Source: an optimization exercise on an open RTL-to-GDS flow (aim: small area). Production flows keep margins and buffers that such runs may drop.
RTL that was checked went through simulation tests only; none was proved equivalent to the original.

Setup of oak:
==> module rpm_pair, before the edit <==
module rpm_pair(
    input  wire        clk,
    input  wire        rstn,
    input  wire        started,
    input  wire        enc0_a,
    input  wire        enc0_b,
    input  wire        enc1_a,
    input  wire        enc1_b,
    output wire        rpm0_valid_o,
    output wire [15:0] rpm0_data_o,
    output wire        rpm1_valid_o,
    output wire [15:0] rpm1_data_o
);
    wire        ea0, eb0, ea1, eb1;
    wire [19:0] ca0, ca1;
    wire [16:0] cb0, cb1, car0, car1, car0_d, car1_d;
    wire        big0, big1, big0_d, big1_d;
    wire        fwd0, fwd1, fwd0_d, fwd1_d;
    wire        aov0, aov1, afull0, afull1;
    wire [15:0] reading0, reading1;
    RPM_reader ch0 (
        .clk(clk), .rstn(rstn), .started(started), .enc_a(enc0_a), .enc_b(enc0_b),
        .edge_a(ea0), .edge_b(eb0), .counter_a(ca0), .counter_b(cb0),
        .counter_a_reg(car0), .counter_a_reg_big(big0),
        .counter_a_reg_d(car0_d), .counter_a_reg_big_d(big0_d), .fwd(fwd0), .fwd_d(fwd0_d),
        .a_over(aov0), .a_full(afull0), .reading(reading0),
        .rpm_valid_o(rpm0_valid_o), .rpm_data_o(rpm0_data_o)
    );
    RPM_reader ch1 (
        .clk(clk), .rstn(rstn), .started(started), .enc_a(enc1_a), .enc_b(enc1_b),
        .edge_a(ea1), .edge_b(eb1), .counter_a(ca1), .counter_b(cb1),
        .counter_a_reg(car1), .counter_a_reg_big(big1),
        .counter_a_reg_d(car1_d), .counter_a_reg_big_d(big1_d), .fwd(fwd1), .fwd_d(fwd1_d),
        .a_over(aov1), .a_full(afull1), .reading(reading1),
        .rpm_valid_o(rpm1_valid_o), .rpm_data_o(rpm1_data_o)
    );
    wire        pred0 = ~eb1 & ~eb0;
    wire [16:0] opa = eb1 ? car1 : car0_d;
    wire        opa_big = eb1 ? big1 : big0_d;
    wire [16:0] opb = eb1 ? cb1 : cb0;
    wire        cin = pred0 & ~ea0;                  
    wire [17:0] div;
    wire [17:0] cy;
    assign cy[0] = cin;
    genvar k;
    generate
        for (k = 0; k < 17; k = k + 1) begin : add
            assign div[k]  = opa[k] ^ opb[k] ^ cy[k];
            assign cy[k+1] = (opa[k] & opb[k]) | ((opa[k] ^ opb[k]) & cy[k]);
        end
    endgenerate
    assign div[17] = cy[17];
    wire [15:0] quo;
    rpm_div u_div (.div(div), .quo(quo));
    wire        aov = eb1 ? aov1 : (pred0 ? ~ea0 & afull0 : aov0);
    wire        fwd = eb1 ? fwd1 : (pred0 ? fwd0_d : fwd0);
    wire [15:0] mag = quo & {16{~opa_big & ~aov & (div != 18'd0)}};
    wire [15:0] below;
    assign below[0] = 1'b0;
    generate
        for (k = 1; k < 16; k = k + 1) begin : ng
            assign below[k] = below[k-1] | mag[k-1];
        end
    endgenerate
    wire [15:0] reading = mag ^ (below & {16{~fwd}});
    reg [15:0] hold;
    always @(posedge clk)
        hold <= reading;
    assign reading1 = reading;
    assign reading0 = eb1 ? hold : reading;
endmodule
clock: 120.0 ns
lec_check: 0
abc_area: 1
cap_margin: 10
core_margin: 2
core_utilization: 65
cts_buf_list: sky130_fd_sc_hd__clkbuf_8
cts_cluster_diameter: 60
cts_cluster_size: 16
gpl_timing_driven: 0
slew_margin: 10
standard.sh (not shown) runs the stock make flow with config.mk's settings and CLKGATE_MAP_FILE= SYNTH_SCRIPT=/design/flow/synth_recipe.tcl, a recipe that flattens the netlist after the stock synthesis.
==> flow/flow/run.sh <==
#!/bin/bash
# Own layout flow: the standard flow (standard.sh) with
#  - the area-oriented synthesis of flow/synth.tcl (no adder cells, ABC script flow/area.abc),
#  - the smallest buffer (buf_1) on every input and output port,
#  - clock tree synthesis without dummy loads.
# Each make run's full output goes to a log file in this folder.
set -euo pipefail
here=$(pwd)
export OWN_ABC_SCRIPT="$here/flow/area.abc"
export BUFFER_PORTS_ARGS="-buffer_cell sky130_fd_sc_hd__buf_1"
cts="-sink_clustering_enable -repair_clock_nets -dont_use_dummy_load"
for k in CTS_CLUSTER_SIZE:-sink_clustering_size CTS_CLUSTER_DIAMETER:-sink_clustering_max_diameter CTS_BUF_LIST:-buf_list; do
  v=$(sed -n "s/^export ${k%%:*} = //p" config.mk)
  if [[ -n "$v" ]]; then cts="$cts ${k#*:} $v"; fi
done
export CTS_ARGS="$cts"
sed "s|SYNTH_SCRIPT=[^ ]*|SYNTH_SCRIPT=$here/flow/synth.tcl|" standard.sh > own_standard.sh
grep -q "SYNTH_SCRIPT=$here/flow/synth.tcl" own_standard.sh
echo "CTS_ARGS=$CTS_ARGS" > own_flow.log
bash own_standard.sh finish > make_finish.log 2>&1
test -f out/final.def
==> flow/flow/area.abc <==
strash
dc2
dch -f
amap
strash
dch -f
amap
strash
dch -f
amap
topo
==> flow/flow/synth.tcl <==
proc synth {args} { yosys synth -nofsm -noshare {*}$args }
proc abc {args} {
  set i [lsearch -exact $args -script]
  if { $i >= 0 } { lset args [expr {$i + 1}] $::env(OWN_ABC_SCRIPT) }
  yosys abc {*}$args
}
proc extract_fa {args} {}
source $::env(SCRIPTS_DIR)/synth.tcl
# left out here: clear keep_hierarchy, flatten, clean up, hide names made inside functions, write 1_2_yosys.v
oak ran to completion and came out clean on the timing, DRC and antenna checks.
Here is what was changed in the inputs of pine compared with oak.
-- flow/design.v --
<<< oak, line 166
    endgenerate
    assign div[17] = cy[17];
    wire [15:0] quo;
    rpm_div u_div (.div(div), .quo(quo));
    wire        aov = eb1 ? aov1 : (pred0 ? ~ea0 & afull0 : aov0);
    wire        fwd = eb1 ? fwd1 : (pred0 ? fwd0_d : fwd0);
    wire [15:0] mag = quo & {16{~opa_big & ~aov & (div != 18'd0)}};
    wire [15:0] below;
    assign below[0] = 1'b0;
>>> pine, line 166
    endgenerate
    assign div[17] = cy[17];
    wire        aov = eb1 ? aov1 : (pred0 ? ~ea0 & afull0 : aov0);
    wire        fwd = eb1 ? fwd1 : (pred0 ? fwd0_d : fwd0);
    wire        zero = opa_big | aov | (div[16:0] == 17'd0);
    wire [15:0] mag;
    rpm_div u_div (.div({div[17] | zero, div[16:0]}), .quo(mag));
    wire [15:0] below;
    assign below[0] = 1'b0;
Results
- Going from oak to pine, the fraction of met1 tracks used by global routing was found to have gone down by 6.0 points.
- Between pine and oak, the difference in per-cell via count in the routed design is negligible.
- The xor/xnor share of the synthesized area on oak is in line with that on pine.
- pine vs oak: area of combinational cells with multiple inputs down
- First-iteration DRC count went up by more than 10% going from oak to pine.
- Compared with oak, pine is more frugal on power.
- pine against oak: first-pass GRT wire length fell about 4.6%; die area fell 2.2%; distinct cell type count after synthesis rose 13%.
The RTL of oak was laid out without a check of its function.

-- static timing again, ports no longer ideal --
Ports are ideal in the flow. The routed layouts listed here were re-timed in OpenROAD. Step 1 (the two cells are an assumption about what drives the block):
set clk [get_ports {clk}]
set_driving_cell -lib_cell sky130_fd_sc_hd__clkbuf_16 $clk
set_driving_cell -lib_cell sky130_fd_sc_hd__buf_2 [delete_from_list [all_inputs] $clk]
Step 2, shift: input delay + t, output delay - t, t = (earliest + latest rising clock arrival at the registers) / 2. This alone moves slack from input paths to output paths. Three values: ideal ports, drivers, drivers and shift; two values: the first two.
| run | shift t [ns] | slack for setup (ns) | hold slack, ns | worst setup path after step 2 | latest minus earliest clock arrival (ns) |
|---|---|---|---|---|---|
| oak | 0.666 | 58.546 / 58.546 / 58.546 | 0.310 / 0.310 / 0.310 | register to register | 0.070 / 0.070 |
| pine | 0.641 | 58.486 / 58.486 / 58.486 | 0.340 / 0.340 / 0.340 | register to register | 0.075 / 0.075 |
After both steps every run listed still meets setup and hold.
